Background: an optimization exercise with open tools, aiming at small area and a short achievable clock period. Do not read the settings as production practice.
At most, simulation tests tie the RTL to the original design; equivalence was not proved.
The RTL of runs 2 and 3 was laid out without a check of its function.

<file path="design/flow/design.v">
module nfu_fa (input a, input b, input c, output s, output co);
    wire x = a ^ b;
    assign s = x ^ c;
    assign co = (a & b) | (c & x);
endmodule
module nfu_ha (input a, input b, output s, output co);
    assign s = a ^ b;
    assign co = a & b;
endmodule
module top_diannao_node_vMAX (
        clk,
        i_inputs,
        i_synapses,
        i_op,
        i_nbout,
        i_load,
        o_to_edram
    );
    input           clk;
    input  [255:0]  i_inputs;
    input  [255:0]  i_synapses;
    input  [0:0]    i_op;
    input  [15:0]   i_nbout;
    input           i_load;
    output [15:0]   o_to_edram;
    function gt16;
        input [15:0] a, b;
        reg [15:0] g0, l0;
        reg [7:0] g1, l1;
        reg [3:0] g2, l2;
        reg [1:0] g3, l3;
        integer i;
        begin
            g0 = a & ~b;
            l0 = ~a & b;
            for (i = 0; i < 8; i = i + 1) begin
                g1[i] = g0[2*i+1] | (~l0[2*i+1] & g0[2*i]);
                l1[i] = l0[2*i+1] | (~g0[2*i+1] & l0[2*i]);
            end
            for (i = 0; i < 4; i = i + 1) begin
                g2[i] = g1[2*i+1] | (~l1[2*i+1] & g1[2*i]);
                l2[i] = l1[2*i+1] | (~g1[2*i+1] & l1[2*i]);
            end
            for (i = 0; i < 2; i = i + 1) begin
                g3[i] = g2[2*i+1] | (~l2[2*i+1] & g2[2*i]);
                l3[i] = l2[2*i+1] | (~g2[2*i+1] & l2[2*i]);
            end
            gt16 = g3[1] | (~l3[1] & g3[0]);
        end
    endfunction
    function [15:0] max4;
        input [15:0] a, b, c, d;
        reg ab, ac, ad, bc, bd, cd;
        begin
            ab = gt16(a, b);
            ac = gt16(a, c);
            ad = gt16(a, d);
            bc = gt16(b, c);
            bd = gt16(b, d);
            cd = gt16(c, d);
            max4 = ({16{ab & ac & ad}} & a) | ({16{~ab & bc & bd}} & b) |
                   ({16{~ac & ~bc & cd}} & c) | ({16{~ad & ~bd & ~cd}} & d);
        end
    endfunction
    function [15:0] max4t;
        input [15:0] a, b, c, d;
        reg [15:0] m0, m1;
        begin
            m0 = gt16(a, b) ? a : b;
            m1 = gt16(c, d) ? c : d;
            max4t = gt16(m0, m1) ? m0 : m1;
        end
    endfunction
    function [31:0] csa4;
        input [15:0] a, b, c, d;
        reg [15:0] x1, s1, c1, x2;
        begin
            x1 = a ^ b;
            s1 = x1 ^ c;
            c1 = {(a[14:0] & b[14:0]) | (c[14:0] & x1[14:0]), 1'b0};
            x2 = s1 ^ c1;
            csa4 = {(s1[14:0] & c1[14:0]) | (d[14:0] & x2[14:0]), 1'b0, x2 ^ d};
        end
    endfunction
    reg  [239:0] mag_a;
    reg  [239:0] mag_b;
    reg  [15:0]  sgn1;
    reg  [239:0] cs0, cs1;
    reg  [15:0]  csc;
    reg  [15:0]  sgn2;
    reg  [63:0]  gsum0, gmax;
    reg  [59:0]  gsum1;       
    reg  [15:0]  rsum0, rmax;
    reg  [15:1]  rsum1;
    reg  [15:0]  out_reg;     
    reg  [15:0]  out_copy;    
    assign o_to_edram = out_copy;
    wire [239:0] h0_all, h1_all;
    wire [15:0]  ci_all;
    wire [255:0] prod;
    genvar j, k;
    generate
        for (j = 0; j < 16; j = j + 1) begin : lane
            always @(posedge clk) begin
                mag_a[15*j +: 15] <= i_inputs[16*j +: 15];
                mag_b[15*j +: 15] <= i_synapses[16*j +: 15];
                sgn1[j]           <= i_inputs[16*j+15] ^ i_synapses[16*j+15];
            end
            wire [17:0] bq = {2'b00, mag_b[15*j +: 15], 1'b0};
            wire [7:0]  one0, two0, neg0;
            genvar i;
            for (i = 0; i < 8; i = i + 1) begin : dig
                assign one0[i] = bq[2*i+1] ^ bq[2*i];
                assign two0[i] = (bq[2*i+2] & ~bq[2*i+1] & ~bq[2*i]) | (~bq[2*i+2] & bq[2*i+1] & bq[2*i]);
                assign neg0[i] = bq[2*i+2];
            end
            wire [8:0]  ext = -{neg0[4], 1'b0, neg0[3], 1'b0, neg0[2], 1'b0, neg0[1], 1'b0, neg0[0]};
            wire [14:0] h0, h1;
            wire        ci;
            wire pp1;
            wire pp2;
            wire pp3;
            wire pp4;
            wire pp5;
            wire pp6;
            wire pp7;
            wire pp8;
            wire pp9;
            wire pp10;
            wire pp11;
            wire pp12;
            wire pp13;
            wire pp14;
            wire pp15;
            wire pp16;
            wire pp17;
            wire pp18;
            wire pp19;
            wire pp20;
            wire pp21;
            wire pp22;
            wire pp23;
            wire pp24;
            wire pp25;
            wire pp26;
            wire pp27;
            wire pp28;
            wire pp29;
            wire pp30;
            wire pp31;
            wire pp32;
            wire pp33;
            wire pp34;
            wire pp35;
            wire pp36;
            wire pp37;
            wire pp38;
            wire pp39;
            wire pp40;
            wire pp41;
            wire pp42;
            wire pp43;
            wire pp44;
            wire pp45;
            wire pp46;
            wire pp47;
            wire pp48;
            wire pp49;
            wire pp50;
            wire pp51;
            wire pp52;
            wire pp53;
            wire pp54;
            wire pp55;
            wire pp56;
            wire pp57;
            wire pp58;
            wire pp59;
            wire pp60;
            wire pp61;
            wire pp62;
            wire pp63;
            wire pp64;
            wire pp65;
            wire pp66;
            wire pp67;
            wire pp68;
            wire pp69;
            wire pp70;
            wire pp71;
            wire pp72;
            wire pp73;
            wire pp74;
            wire pp75;
            wire pp76;
            wire pp77;
            wire pp78;
            wire pp79;
            wire pp80;
            wire pp81;
            wire pp82;
            wire pp83;
            wire pp84;
            wire pp85;
            wire pp86;
            wire pp87;
            wire pp88;
            wire pp89;
            wire pp90;
            wire pp91;
            wire pp92;
            wire pp93;
            wire pp94;
            wire pp95;
            wire pp96;
            wire pp97;
            wire pp98;
            wire pp99;
            wire pp100;
            wire pp101;
            wire pp102;
            wire pp103;
            wire pp104;
            wire pp105;
            wire pp106;
            wire pp107;
            wire pp108;
            wire pp109;
            wire pp110;
            wire pp111;
            wire pp112;
            wire pp113;
            wire pp114;
            wire pp115;
            wire pp116;
            wire pp117;
            wire pp118;
            wire pp119;
            wire s120;
            wire c121;
            wire s122;
            wire c123;
            wire s124;
            wire c125;
            wire s126;
            wire c127;
            wire s128;
            wire c129;
            wire s130;
            wire c131;
            wire s132;
            wire c133;
            wire s134;
            wire c135;
            wire s136;
            wire c137;
            wire s138;
            wire c139;
            wire s140;
            wire c141;
            wire s142;
            wire c143;
            wire s144;
            wire c145;
            wire s146;
            wire c147;
            wire s148;
            wire c149;
            wire s150;
            wire c151;
            wire s152;
            wire c153;
            wire s154;
            wire c155;
            wire s156;
            wire c157;
            wire s158;
            wire c159;
            wire s160;
            wire c161;
            wire s162;
            wire c163;
            wire s164;
            wire c165;
            wire s166;
            wire c167;
            wire s168;
            wire c169;
            wire s170;
            wire c171;
            wire s172;
            wire c173;
            wire s174;
            wire c175;
            wire s176;
            wire c177;
            wire s178;
            wire c179;
            wire s180;
            wire c181;
            wire s182;
            wire c183;
            wire s184;
            wire c185;
            wire s186;
            wire c187;
            wire s188;
            wire c189;
            wire s190;
            wire c191;
            wire s192;
            wire c193;
            wire s194;
            wire c195;
            wire s196;
            wire c197;
            wire s198;
            wire c199;
            wire s200;
            wire c201;
            wire s202;
            wire c203;
            wire s204;
            wire c205;
            wire s206;
            wire c207;
            wire s208;
            wire c209;
            wire s210;
            wire c211;
            wire s212;
            wire c213;
            wire s214;
            wire c215;
            wire s216;
            wire c217;
            wire s218;
            wire c219;
            wire s220;
            wire c221;
            wire s222;
            wire c223;
            wire s224;
            wire c225;
            wire s226;
            wire c227;
            wire s228;
            wire c229;
            wire s230;
            wire c231;
            wire s232;
            wire c233;
            wire s234;
            wire c235;
            wire s236;
            wire c237;
            wire s238;
            wire c239;
            wire s240;
            wire c241;
            wire s242;
            wire c243;
            wire s244;
            wire c245;
            wire s246;
            wire c247;
            wire s248;
            wire c249;
            wire s250;
            wire c251;
            wire s252;
            wire c253;
            wire s254;
            wire c255;
            wire s256;
            wire c257;
            wire s258;
            wire c259;
            wire s260;
            wire c261;
            wire s262;
            wire c263;
            wire s264;
            wire c265;
            wire s266;
            wire c267;
            wire s268;
            wire c269;
            wire s270;
            wire c271;
            wire s272;
            wire c273;
            wire s274;
            wire c275;
            wire s276;
            wire c277;
            wire s278;
            wire c279;
            wire s280;
            wire c281;
            wire s282;
            wire c283;
            wire s284;
            wire c285;
            wire s286;
            wire c287;
            wire s288;
            wire c289;
            wire s290;
            wire c291;
            wire s292;
            wire c293;
            wire s294;
            wire c295;
            wire s296;
            wire c297;
            wire s298;
            wire c299;
            wire s300;
            wire c301;
            wire s302;
            wire c303;
            wire s304;
            wire c305;
            wire s306;
            wire c307;
            wire s308;
            wire c309;
            wire s310;
            wire c311;
            wire s312;
            wire c313;
            wire s314;
            wire c315;
            wire s316;
            wire c317;
            wire s318;
            wire c319;
            wire s320;
            wire c321;
            wire s322;
            wire c323;
            wire s324;
            wire c325;
            wire s326;
            wire c327;
            wire s328;
            wire c329;
            wire s330;
            wire c331;
            wire s332;
            wire c333;
            wire s334;
            wire c335;
            wire s336;
            wire c337;
            assign pp1 = ((one0[0] & mag_a[15*j+0])) ^ neg0[0];
            assign pp2 = ((one0[0] & mag_a[15*j+1]) | (two0[0] & mag_a[15*j+0])) ^ neg0[0];
            assign pp3 = ((one0[0] & mag_a[15*j+2]) | (two0[0] & mag_a[15*j+1])) ^ neg0[0];
            assign pp4 = ((one0[0] & mag_a[15*j+3]) | (two0[0] & mag_a[15*j+2])) ^ neg0[0];
            assign pp5 = ((one0[0] & mag_a[15*j+4]) | (two0[0] & mag_a[15*j+3])) ^ neg0[0];
            assign pp6 = ((one0[0] & mag_a[15*j+5]) | (two0[0] & mag_a[15*j+4])) ^ neg0[0];
            assign pp7 = ((one0[0] & mag_a[15*j+6]) | (two0[0] & mag_a[15*j+5])) ^ neg0[0];
            assign pp8 = ((one0[0] & mag_a[15*j+7]) | (two0[0] & mag_a[15*j+6])) ^ neg0[0];
            assign pp9 = ((one0[0] & mag_a[15*j+8]) | (two0[0] & mag_a[15*j+7])) ^ neg0[0];
            assign pp10 = ((one0[0] & mag_a[15*j+9]) | (two0[0] & mag_a[15*j+8])) ^ neg0[0];
            assign pp11 = ((one0[0] & mag_a[15*j+10]) | (two0[0] & mag_a[15*j+9])) ^ neg0[0];
            assign pp12 = ((one0[0] & mag_a[15*j+11]) | (two0[0] & mag_a[15*j+10])) ^ neg0[0];
            assign pp13 = ((one0[0] & mag_a[15*j+12]) | (two0[0] & mag_a[15*j+11])) ^ neg0[0];
            assign pp14 = ((one0[0] & mag_a[15*j+13]) | (two0[0] & mag_a[15*j+12])) ^ neg0[0];
            assign pp15 = ((one0[0] & mag_a[15*j+14]) | (two0[0] & mag_a[15*j+13])) ^ neg0[0];
            assign pp16 = ((two0[0] & mag_a[15*j+14])) ^ neg0[0];
            assign pp17 = ((one0[1] & mag_a[15*j+0])) ^ neg0[1];
            assign pp18 = ((one0[1] & mag_a[15*j+1]) | (two0[1] & mag_a[15*j+0])) ^ neg0[1];
            assign pp19 = ((one0[1] & mag_a[15*j+2]) | (two0[1] & mag_a[15*j+1])) ^ neg0[1];
            assign pp20 = ((one0[1] & mag_a[15*j+3]) | (two0[1] & mag_a[15*j+2])) ^ neg0[1];
            assign pp21 = ((one0[1] & mag_a[15*j+4]) | (two0[1] & mag_a[15*j+3])) ^ neg0[1];
            assign pp22 = ((one0[1] & mag_a[15*j+5]) | (two0[1] & mag_a[15*j+4])) ^ neg0[1];
            assign pp23 = ((one0[1] & mag_a[15*j+6]) | (two0[1] & mag_a[15*j+5])) ^ neg0[1];
            assign pp24 = ((one0[1] & mag_a[15*j+7]) | (two0[1] & mag_a[15*j+6])) ^ neg0[1];
            assign pp25 = ((one0[1] & mag_a[15*j+8]) | (two0[1] & mag_a[15*j+7])) ^ neg0[1];
            assign pp26 = ((one0[1] & mag_a[15*j+9]) | (two0[1] & mag_a[15*j+8])) ^ neg0[1];
            assign pp27 = ((one0[1] & mag_a[15*j+10]) | (two0[1] & mag_a[15*j+9])) ^ neg0[1];
            assign pp28 = ((one0[1] & mag_a[15*j+11]) | (two0[1] & mag_a[15*j+10])) ^ neg0[1];
            assign pp29 = ((one0[1] & mag_a[15*j+12]) | (two0[1] & mag_a[15*j+11])) ^ neg0[1];
            assign pp30 = ((one0[1] & mag_a[15*j+13]) | (two0[1] & mag_a[15*j+12])) ^ neg0[1];
            assign pp31 = ((one0[1] & mag_a[15*j+14]) | (two0[1] & mag_a[15*j+13])) ^ neg0[1];
            assign pp32 = ((two0[1] & mag_a[15*j+14])) ^ neg0[1];
            assign pp33 = ((one0[2] & mag_a[15*j+0])) ^ neg0[2];
            assign pp34 = ((one0[2] & mag_a[15*j+1]) | (two0[2] & mag_a[15*j+0])) ^ neg0[2];
            assign pp35 = ((one0[2] & mag_a[15*j+2]) | (two0[2] & mag_a[15*j+1])) ^ neg0[2];
            assign pp36 = ((one0[2] & mag_a[15*j+3]) | (two0[2] & mag_a[15*j+2])) ^ neg0[2];
            assign pp37 = ((one0[2] & mag_a[15*j+4]) | (two0[2] & mag_a[15*j+3])) ^ neg0[2];
            assign pp38 = ((one0[2] & mag_a[15*j+5]) | (two0[2] & mag_a[15*j+4])) ^ neg0[2];
            assign pp39 = ((one0[2] & mag_a[15*j+6]) | (two0[2] & mag_a[15*j+5])) ^ neg0[2];
            assign pp40 = ((one0[2] & mag_a[15*j+7]) | (two0[2] & mag_a[15*j+6])) ^ neg0[2];
            assign pp41 = ((one0[2] & mag_a[15*j+8]) | (two0[2] & mag_a[15*j+7])) ^ neg0[2];
            assign pp42 = ((one0[2] & mag_a[15*j+9]) | (two0[2] & mag_a[15*j+8])) ^ neg0[2];
            assign pp43 = ((one0[2] & mag_a[15*j+10]) | (two0[2] & mag_a[15*j+9])) ^ neg0[2];
            assign pp44 = ((one0[2] & mag_a[15*j+11]) | (two0[2] & mag_a[15*j+10])) ^ neg0[2];
            assign pp45 = ((one0[2] & mag_a[15*j+12]) | (two0[2] & mag_a[15*j+11])) ^ neg0[2];
            assign pp46 = ((one0[2] & mag_a[15*j+13]) | (two0[2] & mag_a[15*j+12])) ^ neg0[2];
            assign pp47 = ((one0[2] & mag_a[15*j+14]) | (two0[2] & mag_a[15*j+13])) ^ neg0[2];
            assign pp48 = ((two0[2] & mag_a[15*j+14])) ^ neg0[2];
            assign pp49 = ((one0[3] & mag_a[15*j+0])) ^ neg0[3];
            assign pp50 = ((one0[3] & mag_a[15*j+1]) | (two0[3] & mag_a[15*j+0])) ^ neg0[3];
            assign pp51 = ((one0[3] & mag_a[15*j+2]) | (two0[3] & mag_a[15*j+1])) ^ neg0[3];
            assign pp52 = ((one0[3] & mag_a[15*j+3]) | (two0[3] & mag_a[15*j+2])) ^ neg0[3];
            assign pp53 = ((one0[3] & mag_a[15*j+4]) | (two0[3] & mag_a[15*j+3])) ^ neg0[3];
            assign pp54 = ((one0[3] & mag_a[15*j+5]) | (two0[3] & mag_a[15*j+4])) ^ neg0[3];
            assign pp55 = ((one0[3] & mag_a[15*j+6]) | (two0[3] & mag_a[15*j+5])) ^ neg0[3];
            assign pp56 = ((one0[3] & mag_a[15*j+7]) | (two0[3] & mag_a[15*j+6])) ^ neg0[3];
            assign pp57 = ((one0[3] & mag_a[15*j+8]) | (two0[3] & mag_a[15*j+7])) ^ neg0[3];
            assign pp58 = ((one0[3] & mag_a[15*j+9]) | (two0[3] & mag_a[15*j+8])) ^ neg0[3];
            assign pp59 = ((one0[3] & mag_a[15*j+10]) | (two0[3] & mag_a[15*j+9])) ^ neg0[3];
            assign pp60 = ((one0[3] & mag_a[15*j+11]) | (two0[3] & mag_a[15*j+10])) ^ neg0[3];
            assign pp61 = ((one0[3] & mag_a[15*j+12]) | (two0[3] & mag_a[15*j+11])) ^ neg0[3];
            assign pp62 = ((one0[3] & mag_a[15*j+13]) | (two0[3] & mag_a[15*j+12])) ^ neg0[3];
            assign pp63 = ((one0[3] & mag_a[15*j+14]) | (two0[3] & mag_a[15*j+13])) ^ neg0[3];
            assign pp64 = ((two0[3] & mag_a[15*j+14])) ^ neg0[3];
            assign pp65 = ((one0[4] & mag_a[15*j+0])) ^ neg0[4];
            assign pp66 = ((one0[4] & mag_a[15*j+1]) | (two0[4] & mag_a[15*j+0])) ^ neg0[4];
            assign pp67 = ((one0[4] & mag_a[15*j+2]) | (two0[4] & mag_a[15*j+1])) ^ neg0[4];
            assign pp68 = ((one0[4] & mag_a[15*j+3]) | (two0[4] & mag_a[15*j+2])) ^ neg0[4];
            assign pp69 = ((one0[4] & mag_a[15*j+4]) | (two0[4] & mag_a[15*j+3])) ^ neg0[4];
            assign pp70 = ((one0[4] & mag_a[15*j+5]) | (two0[4] & mag_a[15*j+4])) ^ neg0[4];
            assign pp71 = ((one0[4] & mag_a[15*j+6]) | (two0[4] & mag_a[15*j+5])) ^ neg0[4];
            assign pp72 = ((one0[4] & mag_a[15*j+7]) | (two0[4] & mag_a[15*j+6])) ^ neg0[4];
            assign pp73 = ((one0[4] & mag_a[15*j+8]) | (two0[4] & mag_a[15*j+7])) ^ neg0[4];
            assign pp74 = ((one0[4] & mag_a[15*j+9]) | (two0[4] & mag_a[15*j+8])) ^ neg0[4];
            assign pp75 = ((one0[4] & mag_a[15*j+10]) | (two0[4] & mag_a[15*j+9])) ^ neg0[4];
            assign pp76 = ((one0[4] & mag_a[15*j+11]) | (two0[4] & mag_a[15*j+10])) ^ neg0[4];
            assign pp77 = ((one0[4] & mag_a[15*j+12]) | (two0[4] & mag_a[15*j+11])) ^ neg0[4];
            assign pp78 = ((one0[4] & mag_a[15*j+13]) | (two0[4] & mag_a[15*j+12])) ^ neg0[4];
            assign pp79 = ((one0[4] & mag_a[15*j+14]) | (two0[4] & mag_a[15*j+13])) ^ neg0[4];
            assign pp80 = ((two0[4] & mag_a[15*j+14])) ^ neg0[4];
            assign pp81 = ((one0[5] & mag_a[15*j+0])) ^ neg0[5];
            assign pp82 = ((one0[5] & mag_a[15*j+1]) | (two0[5] & mag_a[15*j+0])) ^ neg0[5];
            assign pp83 = ((one0[5] & mag_a[15*j+2]) | (two0[5] & mag_a[15*j+1])) ^ neg0[5];
            assign pp84 = ((one0[5] & mag_a[15*j+3]) | (two0[5] & mag_a[15*j+2])) ^ neg0[5];
            assign pp85 = ((one0[5] & mag_a[15*j+4]) | (two0[5] & mag_a[15*j+3])) ^ neg0[5];
            assign pp86 = ((one0[5] & mag_a[15*j+5]) | (two0[5] & mag_a[15*j+4])) ^ neg0[5];
            assign pp87 = ((one0[5] & mag_a[15*j+6]) | (two0[5] & mag_a[15*j+5])) ^ neg0[5];
            assign pp88 = ((one0[5] & mag_a[15*j+7]) | (two0[5] & mag_a[15*j+6])) ^ neg0[5];
            assign pp89 = ((one0[5] & mag_a[15*j+8]) | (two0[5] & mag_a[15*j+7])) ^ neg0[5];
            assign pp90 = ((one0[5] & mag_a[15*j+9]) | (two0[5] & mag_a[15*j+8])) ^ neg0[5];
            assign pp91 = ((one0[5] & mag_a[15*j+10]) | (two0[5] & mag_a[15*j+9])) ^ neg0[5];
            assign pp92 = ((one0[5] & mag_a[15*j+11]) | (two0[5] & mag_a[15*j+10])) ^ neg0[5];
            assign pp93 = ((one0[5] & mag_a[15*j+12]) | (two0[5] & mag_a[15*j+11])) ^ neg0[5];
            assign pp94 = ((one0[5] & mag_a[15*j+13]) | (two0[5] & mag_a[15*j+12])) ^ neg0[5];
            assign pp95 = ((one0[5] & mag_a[15*j+14]) | (two0[5] & mag_a[15*j+13])) ^ neg0[5];
            assign pp96 = ((one0[6] & mag_a[15*j+0])) ^ neg0[6];
            assign pp97 = ((one0[6] & mag_a[15*j+1]) | (two0[6] & mag_a[15*j+0])) ^ neg0[6];
            assign pp98 = ((one0[6] & mag_a[15*j+2]) | (two0[6] & mag_a[15*j+1])) ^ neg0[6];
            assign pp99 = ((one0[6] & mag_a[15*j+3]) | (two0[6] & mag_a[15*j+2])) ^ neg0[6];
            assign pp100 = ((one0[6] & mag_a[15*j+4]) | (two0[6] & mag_a[15*j+3])) ^ neg0[6];
            assign pp101 = ((one0[6] & mag_a[15*j+5]) | (two0[6] & mag_a[15*j+4])) ^ neg0[6];
            assign pp102 = ((one0[6] & mag_a[15*j+6]) | (two0[6] & mag_a[15*j+5])) ^ neg0[6];
            assign pp103 = ((one0[6] & mag_a[15*j+7]) | (two0[6] & mag_a[15*j+6])) ^ neg0[6];
            assign pp104 = ((one0[6] & mag_a[15*j+8]) | (two0[6] & mag_a[15*j+7])) ^ neg0[6];
            assign pp105 = ((one0[6] & mag_a[15*j+9]) | (two0[6] & mag_a[15*j+8])) ^ neg0[6];
            assign pp106 = ((one0[6] & mag_a[15*j+10]) | (two0[6] & mag_a[15*j+9])) ^ neg0[6];
            assign pp107 = ((one0[6] & mag_a[15*j+11]) | (two0[6] & mag_a[15*j+10])) ^ neg0[6];
            assign pp108 = ((one0[6] & mag_a[15*j+12]) | (two0[6] & mag_a[15*j+11])) ^ neg0[6];
            assign pp109 = ((one0[7] & mag_a[15*j+0])) ^ 1'b0;
            assign pp110 = ((one0[7] & mag_a[15*j+1]) | (two0[7] & mag_a[15*j+0])) ^ 1'b0;
            assign pp111 = ((one0[7] & mag_a[15*j+2]) | (two0[7] & mag_a[15*j+1])) ^ 1'b0;
            assign pp112 = ((one0[7] & mag_a[15*j+3]) | (two0[7] & mag_a[15*j+2])) ^ 1'b0;
            assign pp113 = ((one0[7] & mag_a[15*j+4]) | (two0[7] & mag_a[15*j+3])) ^ 1'b0;
            assign pp114 = ((one0[7] & mag_a[15*j+5]) | (two0[7] & mag_a[15*j+4])) ^ 1'b0;
            assign pp115 = ((one0[7] & mag_a[15*j+6]) | (two0[7] & mag_a[15*j+5])) ^ 1'b0;
            assign pp116 = ((one0[7] & mag_a[15*j+7]) | (two0[7] & mag_a[15*j+6])) ^ 1'b0;
            assign pp117 = ((one0[7] & mag_a[15*j+8]) | (two0[7] & mag_a[15*j+7])) ^ 1'b0;
            assign pp118 = ((one0[7] & mag_a[15*j+9]) | (two0[7] & mag_a[15*j+8])) ^ 1'b0;
            assign pp119 = ((one0[7] & mag_a[15*j+10]) | (two0[7] & mag_a[15*j+9])) ^ 1'b0;
            nfu_ha HA121 (.a(sgn1[j]), .b(neg0[4]), .s(s120), .co(c121));
            nfu_ha HA123 (.a(sgn1[j]), .b(pp10), .s(s122), .co(c123));
            nfu_fa FA125 (.a(neg0[5]), .b(pp11), .c(pp25), .s(s124), .co(c125));
            nfu_ha HA127 (.a(pp12), .b(pp26), .s(s126), .co(c127));
            nfu_fa FA129 (.a(neg0[6]), .b(pp13), .c(pp27), .s(s128), .co(c129));
            nfu_ha HA131 (.a(pp41), .b(pp55), .s(s130), .co(c131));
            nfu_fa FA133 (.a(pp14), .b(pp28), .c(pp42), .s(s132), .co(c133));
            nfu_ha HA135 (.a(pp56), .b(pp70), .s(s134), .co(c135));
            nfu_fa FA137 (.a(pp15), .b(pp29), .c(pp43), .s(s136), .co(c137));
            nfu_fa FA139 (.a(pp57), .b(pp71), .c(pp85), .s(s138), .co(c139));
            nfu_fa FA141 (.a(pp16), .b(pp30), .c(pp44), .s(s140), .co(c141));
            nfu_fa FA143 (.a(pp58), .b(pp72), .c(pp86), .s(s142), .co(c143));
            nfu_fa FA145 (.a(ext[0]), .b(pp31), .c(pp45), .s(s144), .co(c145));
            nfu_fa FA147 (.a(pp59), .b(pp73), .c(pp87), .s(s146), .co(c147));
            nfu_fa FA149 (.a(ext[1]), .b(pp32), .c(pp46), .s(s148), .co(c149));
            nfu_fa FA151 (.a(pp60), .b(pp74), .c(pp88), .s(s150), .co(c151));
            nfu_fa FA153 (.a(ext[2]), .b(pp47), .c(pp61), .s(s152), .co(c153));
            nfu_ha HA155 (.a(pp75), .b(pp89), .s(s154), .co(c155));
            nfu_fa FA157 (.a(ext[3]), .b(pp48), .c(pp62), .s(s156), .co(c157));
            nfu_ha HA159 (.a(pp76), .b(pp90), .s(s158), .co(c159));
            nfu_fa FA161 (.a(ext[4]), .b(pp63), .c(pp77), .s(s160), .co(c161));
            nfu_ha HA163 (.a(ext[5]), .b(pp64), .s(s162), .co(c163));
            nfu_ha HA165 (.a(sgn1[j]), .b(neg0[2]), .s(s164), .co(c165));
            nfu_ha HA167 (.a(sgn1[j]), .b(pp6), .s(s166), .co(c167));
            nfu_fa FA169 (.a(sgn1[j]), .b(neg0[3]), .c(pp7), .s(s168), .co(c169));
            nfu_ha HA171 (.a(pp21), .b(pp35), .s(s170), .co(c171));
            nfu_fa FA173 (.a(sgn1[j]), .b(pp8), .c(pp22), .s(s172), .co(c173));
            nfu_ha HA175 (.a(pp36), .b(pp50), .s(s174), .co(c175));
            nfu_fa FA177 (.a(pp9), .b(pp23), .c(pp37), .s(s176), .co(c177));
            nfu_fa FA179 (.a(pp51), .b(pp65), .c(s120), .s(s178), .co(c179));
            nfu_fa FA181 (.a(pp24), .b(pp38), .c(pp52), .s(s180), .co(c181));
            nfu_fa FA183 (.a(pp66), .b(c121), .c(s122), .s(s182), .co(c183));
            nfu_fa FA185 (.a(pp39), .b(pp53), .c(pp67), .s(s184), .co(c185));
            nfu_fa FA187 (.a(pp81), .b(c123), .c(s124), .s(s186), .co(c187));
            nfu_fa FA189 (.a(pp40), .b(pp54), .c(pp68), .s(s188), .co(c189));
            nfu_fa FA191 (.a(pp82), .b(s126), .c(c125), .s(s190), .co(c191));
            nfu_fa FA193 (.a(pp69), .b(pp83), .c(pp96), .s(s192), .co(c193));
            nfu_fa FA195 (.a(c127), .b(s130), .c(s128), .s(s194), .co(c195));
            nfu_fa FA197 (.a(pp84), .b(pp97), .c(c131), .s(s196), .co(c197));
            nfu_fa FA199 (.a(s134), .b(c129), .c(s132), .s(s198), .co(c199));
            nfu_fa FA201 (.a(pp98), .b(pp109), .c(c135), .s(s200), .co(c201));
            nfu_fa FA203 (.a(c133), .b(s136), .c(s138), .s(s202), .co(c203));
            nfu_fa FA205 (.a(pp99), .b(pp110), .c(c137), .s(s204), .co(c205));
            nfu_fa FA207 (.a(c139), .b(s140), .c(s142), .s(s206), .co(c207));
            nfu_fa FA209 (.a(pp100), .b(pp111), .c(c141), .s(s208), .co(c209));
            nfu_fa FA211 (.a(c143), .b(s144), .c(s146), .s(s210), .co(c211));
            nfu_fa FA213 (.a(pp101), .b(pp112), .c(c145), .s(s212), .co(c213));
            nfu_fa FA215 (.a(c147), .b(s148), .c(s150), .s(s214), .co(c215));
            nfu_fa FA217 (.a(pp102), .b(pp113), .c(s154), .s(s216), .co(c217));
            nfu_fa FA219 (.a(c149), .b(c151), .c(s152), .s(s218), .co(c219));
            nfu_fa FA221 (.a(pp103), .b(pp114), .c(c155), .s(s220), .co(c221));
            nfu_fa FA223 (.a(s158), .b(c153), .c(s156), .s(s222), .co(c223));
            nfu_fa FA225 (.a(pp91), .b(pp104), .c(pp115), .s(s224), .co(c225));
            nfu_fa FA227 (.a(c159), .b(c157), .c(s160), .s(s226), .co(c227));
            nfu_fa FA229 (.a(pp78), .b(pp92), .c(pp105), .s(s228), .co(c229));
            nfu_fa FA231 (.a(pp116), .b(s162), .c(c161), .s(s230), .co(c231));
            nfu_fa FA233 (.a(ext[6]), .b(pp79), .c(pp93), .s(s232), .co(c233));
            nfu_fa FA235 (.a(pp106), .b(pp117), .c(c163), .s(s234), .co(c235));
            nfu_fa FA237 (.a(ext[7]), .b(pp80), .c(pp94), .s(s236), .co(c237));
            nfu_ha HA239 (.a(pp107), .b(pp118), .s(s238), .co(c239));
            nfu_fa FA241 (.a(ext[8]), .b(pp95), .c(pp108), .s(s240), .co(c241));
            nfu_ha HA243 (.a(sgn1[j]), .b(neg0[1]), .s(s242), .co(c243));
            nfu_ha HA245 (.a(sgn1[j]), .b(pp4), .s(s244), .co(c245));
            nfu_fa FA247 (.a(pp5), .b(pp19), .c(pp33), .s(s246), .co(c247));
            nfu_fa FA249 (.a(pp20), .b(pp34), .c(c165), .s(s248), .co(c249));
            nfu_fa FA251 (.a(pp49), .b(c167), .c(s170), .s(s250), .co(c251));
            nfu_fa FA253 (.a(c171), .b(s174), .c(c169), .s(s252), .co(c253));
            nfu_fa FA255 (.a(c175), .b(c173), .c(s176), .s(s254), .co(c255));
            nfu_fa FA257 (.a(c177), .b(c179), .c(s180), .s(s256), .co(c257));
            nfu_fa FA259 (.a(c181), .b(s184), .c(c183), .s(s258), .co(c259));
            nfu_fa FA261 (.a(c185), .b(s188), .c(s190), .s(s260), .co(c261));
            nfu_fa FA263 (.a(c189), .b(s192), .c(c191), .s(s262), .co(c263));
            nfu_fa FA265 (.a(c193), .b(s196), .c(c195), .s(s264), .co(c265));
            nfu_fa FA267 (.a(c197), .b(s200), .c(c199), .s(s266), .co(c267));
            nfu_fa FA269 (.a(c201), .b(s204), .c(c203), .s(s268), .co(c269));
            nfu_fa FA271 (.a(c205), .b(s208), .c(c207), .s(s270), .co(c271));
            nfu_fa FA273 (.a(c209), .b(s212), .c(c211), .s(s272), .co(c273));
            nfu_fa FA275 (.a(c213), .b(s216), .c(c215), .s(s274), .co(c275));
            nfu_fa FA277 (.a(c217), .b(s220), .c(c219), .s(s276), .co(c277));
            nfu_fa FA279 (.a(s224), .b(c221), .c(c223), .s(s278), .co(c279));
            nfu_fa FA281 (.a(c225), .b(s228), .c(s230), .s(s280), .co(c281));
            nfu_fa FA283 (.a(c229), .b(s232), .c(s234), .s(s282), .co(c283));
            nfu_fa FA285 (.a(s238), .b(c233), .c(s236), .s(s284), .co(c285));
            nfu_fa FA287 (.a(pp119), .b(c239), .c(c237), .s(s286), .co(c287));
            nfu_ha HA289 (.a(sgn1[j]), .b(neg0[0]), .s(s288), .co(c289));
            nfu_ha HA291 (.a(sgn1[j]), .b(pp2), .s(s290), .co(c291));
            nfu_fa FA293 (.a(pp3), .b(pp17), .c(s242), .s(s292), .co(c293));
            nfu_fa FA295 (.a(pp18), .b(c243), .c(s244), .s(s294), .co(c295));
            nfu_fa FA297 (.a(s164), .b(c245), .c(s246), .s(s296), .co(c297));
            nfu_fa FA299 (.a(s166), .b(c247), .c(s248), .s(s298), .co(c299));
            nfu_fa FA301 (.a(c249), .b(s168), .c(s250), .s(s300), .co(c301));
            nfu_fa FA303 (.a(s172), .b(c251), .c(s252), .s(s302), .co(c303));
            nfu_fa FA305 (.a(s178), .b(c253), .c(s254), .s(s304), .co(c305));
            nfu_fa FA307 (.a(s182), .b(c255), .c(s256), .s(s306), .co(c307));
            nfu_fa FA309 (.a(c257), .b(s186), .c(s258), .s(s308), .co(c309));
            nfu_fa FA311 (.a(c187), .b(c259), .c(s260), .s(s310), .co(c311));
            nfu_fa FA313 (.a(s194), .b(s262), .c(c261), .s(s312), .co(c313));
            nfu_fa FA315 (.a(s198), .b(c263), .c(s264), .s(s314), .co(c315));
            nfu_fa FA317 (.a(s202), .b(c265), .c(s266), .s(s316), .co(c317));
            nfu_fa FA319 (.a(s206), .b(c267), .c(s268), .s(s318), .co(c319));
            nfu_fa FA321 (.a(s210), .b(c269), .c(s270), .s(s320), .co(c321));
            nfu_fa FA323 (.a(s214), .b(c271), .c(s272), .s(s322), .co(c323));
            nfu_fa FA325 (.a(s218), .b(c273), .c(s274), .s(s324), .co(c325));
            nfu_fa FA327 (.a(s222), .b(c275), .c(s276), .s(s326), .co(c327));
            nfu_fa FA329 (.a(s226), .b(c277), .c(s278), .s(s328), .co(c329));
            nfu_fa FA331 (.a(c227), .b(c279), .c(s280), .s(s330), .co(c331));
            nfu_fa FA333 (.a(c231), .b(s282), .c(c281), .s(s332), .co(c333));
            nfu_fa FA335 (.a(c235), .b(s284), .c(c283), .s(s334), .co(c335));
            nfu_fa FA337 (.a(s240), .b(s286), .c(c285), .s(s336), .co(c337));
            wire [9:0] la = {s306, s304, s302, s300, s298, s296, s294, s292, s290, s288};
            wire [9:0] lb = {c305, c303, c301, c299, c297, c295, c293, c291, c289, pp1};
            wire [9:0] lg = la & lb;
            wire [9:0] lp = la | lb;
            wire g10 = lg[1] | (lp[1] & lg[0]);
            wire g32 = lg[3] | (lp[3] & lg[2]), p32 = lp[3] & lp[2];
            wire g54 = lg[5] | (lp[5] & lg[4]), p54 = lp[5] & lp[4];
            wire g76 = lg[7] | (lp[7] & lg[6]), p76 = lp[7] & lp[6];
            wire g98 = lg[9] | (lp[9] & lg[8]), p98 = lp[9] & lp[8];
            wire g30 = g32 | (p32 & g10);
            wire g74 = g76 | (p76 & g54), p74 = p76 & p54;
            wire g70 = g74 | (p74 & g30);
            assign ci = g98 | (p98 & g70);
            assign h0 = {s336, s334, s332, s330, s328, s326, s324, s322, s320, s318, s316, s314, s312, s310, s308};
            assign h1 = {c335, c333, c331, c329, c327, c325, c323, c321, c319, c317, c315, c313, c311, c309, c307};
            assign h0_all[15*j +: 15] = h0;
            assign h1_all[15*j +: 15] = h1;
            assign ci_all[j] = ci;
            wire [15:0] psum = {cs0[15*j +: 15], 1'b1} + {cs1[15*j +: 15], csc[j]};
            assign prod[16*j +: 16] = {sgn2[j], psum[15:1]};
        end
    endgenerate
    wire [63:0] gsum0_d, gsum1_d, gmax_d;
    generate
        for (k = 0; k < 4; k = k + 1) begin : grp
            wire [15:0] p0 = prod[64*k +: 16];
            wire [15:0] p1 = prod[64*k+16 +: 16];
            wire [15:0] p2 = prod[64*k+32 +: 16];
            wire [15:0] p3 = prod[64*k+48 +: 16];
            assign {gsum1_d[16*k +: 16], gsum0_d[16*k +: 16]} = csa4(p0, p1, p2, p3);
            assign gmax_d[16*k +: 16] = max4(p0, p1, p2, p3);
        end
    endgenerate
    wire [15:0] gs0 = gsum0[15:0]  + {gsum1[14:0],  1'b0};
    wire [15:0] gs1 = gsum0[31:16] + {gsum1[29:15], 1'b0};
    wire [15:0] gs2 = gsum0[47:32] + {gsum1[44:30], 1'b0};
    wire [15:0] gs3 = gsum0[63:48] + {gsum1[59:45], 1'b0};
    wire [31:0] ss = csa4(gs0, gs1, gs2, gs3);
    wire [15:0] sm = max4(gs0, gs1, gs2, gs3);
    wire [31:0] ms = csa4(gmax[15:0], gmax[31:16], gmax[47:32], gmax[63:48]);
    wire [15:0] mm = max4t(gmax[15:0], gmax[31:16], gmax[47:32], gmax[63:48]);
    wire [15:0] rs1 = {rsum1, 1'b0};
    wire [15:0] fx  = rsum0 ^ rs1;
    wire [15:0] fs  = fx ^ out_reg;
    wire [15:0] fc  = {(rsum0[14:0] & rs1[14:0]) | (out_reg[14:0] & fx[14:0]), 1'b0};
    wire [15:0] fin_sum = fs + fc;
    wire        take = gt16(rmax, out_reg);
    wire [15:0] fin_max = take ? rmax : out_reg;
    wire [15:0] fin     = i_op[0] ? fin_max : fin_sum;
    wire [15:0] fin_max_c = ({16{take}} & rmax) | ({16{~take}} & out_reg);
    wire [15:0] fin_c     = i_op[0] ? fin_max_c : fin_sum;
    always @(posedge clk) begin
        cs0     <= h0_all;
        cs1     <= h1_all;
        csc     <= ci_all;
        sgn2    <= sgn1;
        gsum0   <= gsum0_d;
        gsum1   <= {gsum1_d[63:49], gsum1_d[47:33], gsum1_d[31:17], gsum1_d[15:1]};
        gmax    <= gmax_d;
        rsum0   <= i_op[0] ? ms[15:0]  : ss[15:0];
        rsum1   <= i_op[0] ? ms[31:17] : ss[31:17];
        rmax    <= i_op[0] ? mm : sm;
        out_reg <= i_load ? fin : i_nbout;
        out_copy <= i_load ? fin_c : i_nbout;
    end
endmodule
</file>
<file path="design/flow/config.mk">
export PLATFORM = sky130hd
export DESIGN_NAME = top_diannao_node_vMAX
export DESIGN_NICKNAME = top_diannao_node_vMAX
export VERILOG_FILES = /design/flow/design.v
export SDC_FILE = /design/flow/constraint.sdc
export NUM_CORES = 8
export LEC_CHECK = 0
export ABC_AREA = 1
export CAP_MARGIN = 10
export CORE_MARGIN = 2
export CORE_UTILIZATION = 40
export SETUP_SLACK_MARGIN = 5
export SLEW_MARGIN = 10
export SYNTH_HIERARCHICAL = 1
</file>
<file path="design/flow/standard.sh">
#!/bin/bash
# synth_recipe.tcl (not shown) runs the flow's synth.tcl, then flattens the netlist and writes it again
# the make line also repeats each setting of config.mk as NAME=value (left out here)
make -C /OpenROAD-flow-scripts/flow DESIGN_CONFIG=/design/flow/config.mk WORK_HOME=/design/flow/orfs CLKGATE_MAP_FILE= SYNTH_SCRIPT=/design/flow/synth_recipe.tcl "${@:-finish}"
</file>
<file path="design/flow/flow/run.sh">
#!/bin/bash
# The standard layout (standard.sh: the standard synthesis and ORFS steps,
# unchanged), with these settings changed: a larger setup margin for timing
# repair; a clock tree with sink clusters of up to 30 flip-flops, no dummy
# loads and a longer distance between buffers; plain buf_1 cells as the port
# buffers.  The make output goes to standard.log; each ORFS step logs to
# orfs/logs/.
set -euo pipefail
bash standard.sh SETUP_SLACK_MARGIN=8.3 "CTS_ARGS=-sink_clustering_enable -repair_clock_nets -sink_clustering_size 30 -sink_clustering_max_diameter 80 -dont_use_dummy_load -distance_between_buffers 300" "BUFFER_PORTS_ARGS=-buffer_cell sky130_fd_sc_hd__buf_1" finish > standard.log 2>&1
</file>
<file path="design/flow/constraint.sdc">
create_clock -name core_clock -period 12.0 [get_ports {clk}]
set_input_delay 2.4000 -clock core_clock [delete_from_list [all_inputs] [get_ports {clk}]]
set_output_delay 2.4000 -clock core_clock [all_outputs]
set_load 0.01 [all_outputs]
</file>
==> flow_metrics.tcl, run 1 <==
set metrics [dict create \
    cts-root-buf "clkbuf_16" \
    synth_top_family_by_area "adder cells" \
    synth_ff_type "dfxtp_1" \
    place_area_sq_um 139000 \
    grt-ovfl-total 0 \
    maxCapViolCount 0 \
    rows 212 \
    crit_fanout 1 \
    cp_data_arrival_time_ns 1.27 \
    final_hold_viol_count 0 \
    maxSlewHeadroom 0.389 \
    tns_ns 0 \
    synth_area_leaders "fa_1 (25%), dfxtp_1 (19%), xor2_1 (12%)" \
    grt_pass1_vias 109000 \
    synth_edf_count 16 \
    die_h_um 582 \
    fin_crit_ns 3.67 \
    ys_ff_latch 1275 \
    cpMaxStageDelayCell "dfxtp_4" \
    cp-end-kind "output port" \
    ys_warn_count 7 \
    cts.clk_slew.worst_paths_ns 0.08 \
    first_iter_violations 9320 \
    core_area_sq_um 333000 \
    clock_latency_ns 0.84 \
    cts_tree "built" \
    avgViaCountPerCell 5.41 \
    syn-num-nets 19100 \
    nNetsFinal 19400 \
    synth_top_cell_by_area "fa_1" \
    avgSynthCellArea_sq_um 8.28 \
    critical_path_class "reg -> out" \
    required_ns 9.60 \
    seq_area_sq_um 25800 \
    htreeDepth 3 \
    cts.sinks 1275 \
    area_growth_pct 9.09 \
    period_share 0.306 \
    synthCells 16200 \
    grt_max_degree 63 \
    synth-compound-area-share 0.132 \
    synth_seq_area_share 0.192 \
    die_area_sq_um 339000 \
    hp-class "reg -> reg" \
    globalplace.congestion 0.963 \
    fin_util 0.438 \
    start_kind "flop" \
    cts_buffer_depth 3 \
    final_cell_area_sq_um 146000 \
    synthSimpleGateAreaFrac 0.158 \
    wl_per_cell_um 19.1 \
    fill_cells 33300 \
    worst_pin_slew_ns 0.913 \
    antenna_found_initial 16 \
    dr.pass1.iters 8 \
    synth_xor_area_frac 0.124 \
    synth_top_area_share 0.247 \
    routed_wl_mm 396 \
    worstPathCellList "buf_6" \
    synthAdderAreaFrac 0.322 \
    holdBufCountCts 0 \
    ys_async_sr_fraction 0 \
    drc 0 \
    antenna_left 0 \
    maxSlewViolCount 0 \
    vias 112000 \
    synth_mux_area_frac 0.000524 \
    synth_cell_types 64 \
    drive_above_1_share 0.0573 \
    crit_buf_inv 1 \
    ios 547 \
    grt_usage 0.228 \
    port_buffers 546 \
    start_util 0.401 \
    multi_input_area_sq_um 100000 \
    cp_slowest_stage_delay_ns 0.37 \
    critical_path.top_delay_family "flip-flops" \
    max_freq_ghz 0.273 \
    cts_buffers 108 \
    grt_pass1_wl_mm 622 \
    netlist_area_sq_um 134000 \
    place_hpwl_mm 308 \
    die_x_um 582 \
    rsz0062_at_grt "true" \
    outcome "finished clean" \
    clock_skew_ns 0.116 \
    setup_viol 0 \
]
-- logic make-up after synthesis --
family	count (synthesis)
buf+inv	2481
simple gates	5102
fa+ha+maj	2458
mux	7
flops	1275
xor+xnor	1881
compound gates	2952
-- layout by cell type, fill, tap and decap left out, types with 73 or more instances in the layout --
cell type / netlist / routed
a21oi_1: 548 / 480
buf_1: 76 / 529
buf_4: 13 / 213
clkbuf_16: 0 / 108
dfxtp_1: 1259 / 1201
fa_1: 1647 / 1642
ha_1: 810 / 798
inv_1: 1669 / 1593
nand2_1: 2932 / 2832
nand2_2: 32 / 104
nand3_1: 775 / 770
nand4_1: 180 / 180
nor2_1: 1007 / 987
o21ai_0: 378 / 348
o22ai_1: 1734 / 1734
xnor2_1: 89 / 73
xor2_1: 1783 / 1738
-- per-module statistics from Yosys, one instance, submodules excluded --
module / times used / area (sq um) / cells inside
top_diannao_node_vMAX: 1 / 101000 / 14400
nfu_ha: 272 / 12.5 / 1
nfu_fa: 1472 / 20.0 / 1
-- final cells by class --
| type | instances | area share |
|---|---|---|
| inverters | 1746 | 0.0455 |
| repair inverters | 2 | 0.0000858 |
| flip-flops and latches | 1275 | 0.177 |
| repair buffers | 823 | 0.0324 |
| well taps | 4387 | 0.0376 |
| diodes | 2 | 0.0000343 |
| clock buffers | 108 | 0.0185 |
| multi-input cells | 12400 | 0.689 |
-- synthesized netlist by cell type (9+ instances only) --
master    number
ha_1         810
xor2_1      1783
buf_4         13
nor3_1        67
a31oi_1       17
o21ai_1       18
o21bai_1      67
xnor2_1       89
o31a_1        10
nand2_1     2932
nand4_1      180
nor2_4         9
a21o_1        23
edfxtp_1      16
o21a_1        30
nor2_1      1007
xor2_2         9
inv_2         10
a21boi_0      30
nand3b_1      63
buf_1         76
fa_1        1647
or2_2         11
o211ai_1      29
clkbuf_1     601
a21oi_1      548
nand2_2       32
o21ai_0      378
o311ai_0      11
nand3_1      775
nor2_2         9
dfxtp_1     1259
buf_2         35
clkinv_1      67
o22ai_1     1734
inv_1       1669
a22oi_1       18
-- metal layers --
layer	GRT usage	share of wire	up-vias
li1	-	-	53500
met1	0.318	0.44	54400
met2	0.367	0.46	3799
met3	0.0291	0.063	512
met4	0.0702	0.034	16
met5	0	0.00027	-
-- stage by stage --
step                      std cells  setup WS [ns]  hold WS [ns]
after detailed placement      20500           7.18         0.570
after global routing          20700           8.25         0.616
after global placement        20500           7.22         0.573
after CTS                     20600           8.19         0.589
after floorplan               16200           8.35         0.503
final                         20700           8.33         0.582
-- final timing paths --
kind	startpoint	end	slack, ns	cells past startpoint
setup / recovery	out_copy[1]	o_to_edram[1]	8.33	1
hold / removal	sgn2[14]	gmax[63]	0.58	2
setup reg to reg	mag_b[215]	cs0[216]	8.42	10
hold reg to reg	sgn2[14]	gmax[63]	0.58	2
-- repair_timing --
action                                  CTS  global route
endpoints found under the setup margin  579           440
cloned                                    4             4
endpoints found under the hold margin     0             0
pin swaps                                11            57
gates resized for setup                 292           396
buffers inserted                         27           115
==> run 2, diff against run 1 <==
--- a/design/flow/design.v
+++ b/design/flow/design.v
@@ -85,7 +85,8 @@
     reg  [239:0] mag_a;
     reg  [239:0] mag_b;
     reg  [15:0]  sgn1;
-    reg  [239:0] cs0, cs1;
+    reg  [239:0] cs0;
+    reg  [223:0] cs1;         
     reg  [15:0]  csc;
     reg  [15:0]  sgn2;
     reg  [63:0]  gsum0, gmax;
@@ -95,9 +96,10 @@
     reg  [15:0]  out_reg;     
     reg  [15:0]  out_copy;    
     assign o_to_edram = out_copy;
-    wire [239:0] h0_all, h1_all;
+    wire [239:0] h0_all;
     wire [15:0]  ci_all;
     wire [255:0] prod;
+    wire [223:0] h1_lo;
     genvar j, k;
     generate
         for (j = 0; j < 16; j = j + 1) begin : lane
@@ -695,12 +697,12 @@
             wire g74 = g76 | (p76 & g54), p74 = p76 & p54;
             wire g70 = g74 | (p74 & g30);
             assign ci = g98 | (p98 & g70);
-            assign h0 = {s336, s334, s332, s330, s328, s326, s324, s322, s320, s318, s316, s314, s312, s310, s308};
-            assign h1 = {c335, c333, c331, c329, c327, c325, c323, c321, c319, c317, c315, c313, c311, c309, c307};
+            assign h0 = {s336 ^ c335, s334, s332, s330, s328, s326, s324, s322, s320, s318, s316, s314, s312, s310, s308};
+            assign h1 = {1'b0, c333, c331, c329, c327, c325, c323, c321, c319, c317, c315, c313, c311, c309, c307};
             assign h0_all[15*j +: 15] = h0;
-            assign h1_all[15*j +: 15] = h1;
+            assign h1_lo[14*j +: 14] = h1[13:0];
             assign ci_all[j] = ci;
-            wire [15:0] psum = {cs0[15*j +: 15], 1'b1} + {cs1[15*j +: 15], csc[j]};
+            wire [15:0] psum = {cs0[15*j +: 15], 1'b1} + {1'b0, cs1[14*j +: 14], csc[j]};
             assign prod[16*j +: 16] = {sgn2[j], psum[15:1]};
         end
     endgenerate
@@ -735,7 +737,7 @@
     wire [15:0] fin_c     = i_op[0] ? fin_max_c : fin_sum;
     always @(posedge clk) begin
         cs0     <= h0_all;
-        cs1     <= h1_all;
+        cs1     <= h1_lo;
         csc     <= ci_all;
         sgn2    <= sgn1;
         gsum0   <= gsum0_d;
==> design/flow/flow/run.sh (replaced) <==
#!/bin/bash
# Standard ORFS layout (the standard.sh, standard synthesis unchanged), with
# extra settings for timing repair, clock tree and port buffers.
set -euo pipefail
bash standard.sh SETUP_SLACK_MARGIN=8.2 CTS_CLUSTER_SIZE=30 CTS_CLUSTER_DIAMETER=80 "BUFFER_PORTS_ARGS=-buffer_cell sky130_fd_sc_hd__buf_1" finish > standard.log 2>&1
--- a/design/flow/config.mk
+++ b/design/flow/config.mk
@@ -6,9 +6,9 @@
 export NUM_CORES = 8
 export LEC_CHECK = 0
 export ABC_AREA = 1
-export CAP_MARGIN = 10
+export CAP_MARGIN = 20
 export CORE_MARGIN = 2
 export CORE_UTILIZATION = 40
 export SETUP_SLACK_MARGIN = 5
-export SLEW_MARGIN = 10
+export SLEW_MARGIN = 20
 export SYNTH_HIERARCHICAL = 1
==> run 2 against run 1 <==
Still clean on timing, DRC and antenna. Cell count barely moved. Sequential share of layout area decreased by 0.23 points. Fmax decreased by 4.4%. Sequential cell count is 16 lower. Critical path depth unchanged. Setup slack lost 0.17 ns. Die area shrank 0.10%. Via count rose by 0.85%. Area after synthesis is 0.10% lower. Critical path type unchanged. Critical endpoint is now o_to_edram[10].
==> flow_metrics.tcl, run 2 <==
set metrics [dict create \
    outcome "finished clean" \
    worst_pin_slew_ns 0.996 \
    drc 0 \
    routed_wl_mm 416 \
    place_hpwl_mm 328 \
    start_util 0.401 \
    core_area_sq_um 333000 \
    die_area_sq_um 339000 \
    critical_path.top_delay_family "flip-flops" \
    worstPathCellList "buf_6" \
    cts_buffers 108 \
    htreeDepth 3 \
    port_buffers 546 \
    final_hold_viol_count 0 \
    clock_skew_ns 0.0577 \
    top_regs "cs0: 240 flops, mag_a: 240 flops, mag_b: 240 flops" \
    cts_buffer_depth 4 \
    grt_max_degree 65 \
    synth_top_area_share 0.247 \
    avgViaCountPerCell 5.46 \
    synth_top_cell_by_area "fa_1" \
    vias 113000 \
    rsz0062_at_grt "true" \
    synth_cell_types 63 \
    drive_above_1_share 0.0508 \
    multi_input_area_sq_um 100000 \
    period_share 0.320 \
    cts.sinks 1259 \
    critical_path_class "reg -> out" \
    cts-root-buf "clkbuf_16" \
    cp-startpoint "out_copy[10]" \
    ios 547 \
    setup_viol 0 \
    final_common_cell "nand2_1" \
    area_growth_pct 9.34 \
    synthCells 16100 \
    ff2ff_path_depth 10 \
    ys_ff_latch 1259 \
    antenna_left 0 \
    crit_fanout 1 \
    cp_slowest_stage_delay_ns 0.41 \
    grt_pass1_vias 110000 \
    tns_ns 0 \
    die_x_um 582 \
    nNetsFinal 19300 \
    maxSlewHeadroom 0.336 \
    synth_seq_area_share 0.190 \
    cts.clk_slew.worst_paths_ns 0.10 \
    synth_edf_count 16 \
    wl_per_cell_um 20.1 \
    first_iter_violations 10200 \
    cp.depth 1 \
    maxCapViolCount 0 \
    syn-num-nets 19100 \
    ys_async_sr_fraction 0 \
    cts_tree "built" \
    cp-end-kind "output port" \
    globalplace.congestion 0.983 \
    hp-class "reg -> reg" \
    avgSynthCellArea_sq_um 8.28 \
    cp_data_arrival_time_ns 1.43 \
    antenna_found_initial 18 \
    rows 212 \
    fin_crit_ns 3.83 \
    worstReg2RegStart "mag_b[37]" \
    synth_ff_type "dfxtp_1" \
    final_cell_mix "nand2_1 (2893), xor2_1 (1760), o22ai_1 (1737)" \
    die_h_um 582 \
    synth_common_cells "nand2_1 (2975), xor2_1 (1787), o22ai_1 (1737), fa_1 (1647), inv_1 (1642)" \
    crit_buf_inv 1 \
    required_ns 9.60 \
    clock_latency_ns 0.92 \
    max_freq_ghz 0.261 \
    grt_pass1_wl_mm 650 \
    min_path_cells 2 \
    fill_cells 33100 \
    maxSlewViolCount 0 \
    grt_usage 0.241 \
    seq_area_sq_um 25500 \
    start_kind "flop" \
    cpMaxStageDelayCell "dfxtp_4" \
    synth_area_leaders "fa_1 (25%), dfxtp_1 (19%), xor2_1 (12%)" \
    netlist_area_sq_um 134000 \
    grt-ovfl-total 0 \
    yosysMostFrequentCell "nand2_1" \
    dr.pass1.iters 6 \
    ys_warn_count 7 \
    min_from "out_reg[10]" \
    holdBufCountCts 0 \
]
[run 2: cell types whose count changed in the layout (fill, tap and decap cells not counted), sizes merged, moves of 5 or more]
cell      delta
a21oi       +10
buf         -66
clkbuf       +5
clkinv      +41
clkinvlp    -14
dfxtp       -16
inv         +25
nand2       +48
nand3       +26
nand4       +53
nor2        -89
nor3         -6
o21ai       -29
[run 2: through the flow]
stage	instance area, sq um	cells	hold slack [ns]	setup WS [ns]	util
finish	146000	20700	0.600	8.17	0.439
global route	146000	20700	0.619	8.09	0.439
CTS	145000	20700	0.591	8.08	0.434
detailed placement	139000	20500	0.568	7.24	0.419
global placement	139000	20500	0.590	7.26	0.418
floorplan	134000	16100	0.503	8.28	-
[run 2: metal layers]
layer | wire length, um | track usage | vias up
met4 | 9060 | 0.0528 | 8
met1 | 196000 | 0.361 | 55100
li1 | - | - | 53500
met2 | 178000 | 0.361 | 4114
met3 | 33100 | 0.0388 | 427
met5 | 49 | 0 | -
[run 2: cell type report]
type,instances,area share
inverter,1720,0.0444
timing repair buffer,755,0.0276
multi-input combinational,12400,0.686
clock buffer,115,0.0192
clock inverter,83,0.0108
sequential,1259,0.175
antenna,5,0.0000857
tap,4387,0.0376
[run 2: per-module statistics from Yosys, one instance, submodules excluded]
module | area, sq um | copies in the design | flip-flops and latches
top_diannao_node_vMAX | 101000 | 1 | 1259
nfu_ha | 12.5 | 272 | 0
nfu_fa | 20.0 | 1472 | 0
[run 2: worst register-to-register path, delay by kind of cell, from the launching register on]
family | cells | cell delay (ns)
compound gates | 1 | 0.29
fa+ha+maj | 4 | 1.83
flops | 1 | 0.33
xor+xnor | 1 | 0.21
simple gates | 2 | 0.33
buf+inv | 2 | 0.56
[run 2: repair_timing]
| action | 4_1_cts | 5_1_grt |
|---|---|---|
| resized for setup | 195 | 288 |
| cloned | 0 | 1 |
| pin swaps | 5 | 19 |
| setup endpoints to repair | 556 | 372 |
| setup buffers | 13 | 45 |
| endpoints found under the hold margin | 0 | 0 |
[run 2: logic make-up (layout without fill, tap and decap cells)]
family,after synthesis,after routing,share of synthesized area
AOI/OAI and AO/OA,2940,2940,0.132
xor gates and xnor gates,1880,1880,0.124
adders and majority gates,2458,2458,0.323
buffers and inverters,2464,2673,0.0704
DFF,1259,1259,0.190
muxes,6,6,0.000450
other,0,5,0
and+or+nand+nor,5136,5136,0.161
[run 2: worst paths after layout]
kind / to / slack (ns)
setup / recovery: o_to_edram[10] / 8.17
hold / removal: out_copy[10] / 0.60
setup reg to reg: cs0[38] / 8.32
hold reg to reg: out_copy[10] / 0.60
==> run 3, diff against run 2 <==
==> design/flow/flow/run.sh (replaced) <==
#!/bin/bash
# Standard ORFS layout (the standard.sh, standard synthesis unchanged), with
# extra settings for timing repair, clock tree and port buffers.
set -euo pipefail
bash standard.sh SETUP_SLACK_MARGIN=8.2 "CTS_ARGS=-sink_clustering_enable -repair_clock_nets -sink_clustering_size 30 -sink_clustering_max_diameter 80 -dont_use_dummy_load" "BUFFER_PORTS_ARGS=-buffer_cell sky130_fd_sc_hd__buf_1" finish > standard.log 2>&1
--- a/design/flow/config.mk
+++ b/design/flow/config.mk
@@ -6,9 +6,9 @@
 export NUM_CORES = 8
 export LEC_CHECK = 0
 export ABC_AREA = 1
-export CAP_MARGIN = 20
+export CAP_MARGIN = 10
 export CORE_MARGIN = 2
 export CORE_UTILIZATION = 40
 export SETUP_SLACK_MARGIN = 5
-export SLEW_MARGIN = 20
+export SLEW_MARGIN = 10
 export SYNTH_HIERARCHICAL = 1
==> run 3 against run 2 <==
Area after synthesis unchanged. Fmax increased by 1.1%. Wire length about the same. Register-to-register slack about the same. Core utilization decreased by 0.49 points. Die area unchanged. Sequential cell count unchanged. Via count about the same. Global-route usage about the same. Sequential share of layout area increased by 0.20 points. Setup slack improved by 0.041 ns. Critical endpoint is now o_to_edram[3]. Largest cell class unchanged. Highest routed layer unchanged.
==> flow_metrics.tcl, run 3 <==
set metrics [dict create \
    min_path_cells 0 \
    grt_pass1_vias 110000 \
    grt_pass1_wl_mm 649 \
    maxCapViolCount 0 \
    globalplace.congestion 0.983 \
    grt_usage 0.241 \
    avgSynthCellArea_sq_um 8.28 \
    area_growth_pct 8.12 \
    avgViaCountPerCell 5.48 \
    maxSlewHeadroom 0.238 \
    cts.sinks 1259 \
    drive_above_1_share 0.0465 \
    synthCells 16100 \
    fin_util 0.434 \
    core_area_sq_um 333000 \
    clock_latency_ns 0.91 \
    cts_tree "built" \
    routed_wl_mm 416 \
    vias 113000 \
    die_h_um 582 \
    worst_slack_ns 8.21 \
    rsz0062_at_grt "true" \
    crit_buf_inv 1 \
    final_hold_viol_count 0 \
    ys_async_sr_fraction 0 \
    rows 212 \
    setup_viol 0 \
    start_util 0.401 \
    fill_cells 33300 \
    crit_fanout 1 \
    ff2ff_path_depth 20 \
    synth_top_area_share 0.247 \
    hp-class "reg -> reg" \
    cp.depth 1 \
    cp-startpoint "out_copy[3]" \
    cts_buffers 107 \
    drc 0 \
    cts-root-buf "clkbuf_16" \
    cts_buffer_depth 4 \
    cpMaxStageDelayCell "dfxtp_4" \
    port_buffers 546 \
    final_cell_area_sq_um 144000 \
    holdBufCountCts 0 \
    cp_data_arrival_time_ns 1.39 \
    netlist_area_sq_um 134000 \
    antenna_left 0 \
    crit_end "o_to_edram[3]" \
    htreeDepth 3 \
    yosysMostFrequentCell "nand2_1" \
    max_freq_ghz 0.264 \
    place_ws_ns 7.24 \
    first_iter_violations 9970 \
    grt-ovfl-total 0 \
    dr.pass1.iters 6 \
    fin_crit_ns 3.79 \
    worstPathCellList "buf_6" \
    cp_slowest_stage_delay_ns 0.40 \
    wl_per_cell_um 20.2 \
    synth_top_cell_by_area "fa_1" \
    ys_warn_count 7 \
    reg2reg_to "gmax[39]" \
    critical_path.top_delay_family "flip-flops" \
    synth_seq_area_share 0.190 \
    worst_pin_slew_ns 1.13 \
    ios 547 \
    required_ns 9.60 \
    start_kind "flop" \
    reg2reg_slack_ns 8.31 \
    maxSlewViolCount 0 \
    syn-num-nets 19100 \
    critical_path_class "reg -> out" \
    top_regs "cs0: 240 flops, mag_a: 240 flops, mag_b: 240 flops" \
    worstReg2RegStart "cs0[135]" \
    synth_cell_types 63 \
    outcome "finished clean" \
    grt_max_degree 65 \
    place_area_sq_um 139000 \
    cp-end-kind "output port" \
    place_hpwl_mm 329 \
    period_share 0.316 \
    clock_skew_ns 0.116 \
    final_common_cell "nand2_1" \
    die_area_sq_um 339000 \
    synth_area_leaders "fa_1 (25%), dfxtp_1 (19%), xor2_1 (12%)" \
    synth_edf_count 16 \
    die_x_um 582 \
    cts.clk_slew.worst_paths_ns 0.09 \
    synth_ff_type "dfxtp_1" \
    synth_common_cells "nand2_1 (2975), xor2_1 (1787), o22ai_1 (1737), fa_1 (1647), inv_1 (1642)" \
    tns_ns 0 \
    antenna_found_initial 15 \
    nNetsFinal 19300 \
    ys_ff_latch 1259 \
    final_cell_mix "nand2_1 (2895), xor2_1 (1762), o22ai_1 (1737)" \
]
## run 3: per-module statistics from Yosys, one instance, submodules excluded
module / cells / flops+latches
top_diannao_node_vMAX: 14400 / 1259
nfu_fa: 1 / 0
nfu_ha: 1 / 0
## run 3: area by class of cell
cell class	count	area [sq um]	share of cell area
repair buffers	765	4110	0.0284
diodes	4	10.0	0.0000693
inverters	1720	6500	0.0450
clock buffers	107	2680	0.0185
well taps	4387	5490	0.0380
flip-flops and latches	1259	25500	0.177
multi-input cells	12400	100000	0.693
## run 3: what timing repair did
action                                  4_1_cts  5_1_grt
endpoints found under the setup margin      562      363
pin swaps                                     6       21
setup buffers                                16       53
cloned                                        1        4
gates resized for setup                     210      284
## run 3: how the worst min path moves through the flow
stage,from,to
after floorplan,out_reg[0],out_copy[0]
after global placement,out_reg[0],out_copy[0]
after detailed placement,out_reg[0],out_copy[0]
after CTS,rmax[0],out_copy[0]
after global routing,sgn1[8],sgn2[8]
final,sgn1[14],sgn2[14]
## run 3: cells by family after synthesis
family,after synthesis,synth area share
xor+xnor,1880,0.124
compound gates,2940,0.132
fa+ha+maj,2458,0.323
buf+inv,2464,0.0704
flops,1259,0.190
mux,6,0.000450
simple gates,5136,0.161
## run 3: through the flow
step / hold slack [ns] / instances
after floorplan: 0.503 / 16100
after global placement: 0.590 / 20500
after detailed placement: 0.569 / 20500
after CTS: 0.597 / 20600
after global routing: 0.629 / 20700
final: 0.596 / 20700
## run 3: metal layers
| metal | vias to the layer above | part of all wire | track usage |
|---|---|---|---|
| met3 | 450 | 0.078 | 0.0383 |
| met5 | - | 0.00012 | 0 |
| met2 | 4056 | 0.43 | 0.361 |
| met1 | 55300 | 0.47 | 0.361 |
| met4 | 8 | 0.021 | 0.0523 |
| li1 | 53500 | - | - |

static timing again, ports no longer ideal:
Ports are ideal in the flow. The routed layouts listed here were re-timed in OpenROAD. Step 1 (the two cells are an assumption about what drives the block):
set clk [get_ports {clk}]
set_driving_cell -lib_cell sky130_fd_sc_hd__clkbuf_16 $clk
set_driving_cell -lib_cell sky130_fd_sc_hd__buf_2 [delete_from_list [all_inputs] $clk]
Step 2 times the ports against the registers' clock, not the clock port: input delays grow and output delays shrink by t, the midpoint of the rising clock arrivals with the driver on. Three values: ideal ports, drivers, drivers and shift; two values: the first two.
run	t (ns)	slack for setup (ns)	slew at the worst register clock pin (ns)
run 1	0.890	8.333 / 8.227 / 7.701	0.11 / 0.11
run 2	0.976	8.166 / 8.068 / 7.344	0.10 / 0.10
run 3	0.950	8.207 / 8.107 / 7.405	0.11 / 0.11
After both steps setup and hold are still met in every run listed. The setup slack of run 2, which loses most, moves by -0.098 ns with the drivers and by -0.822 ns with both steps.
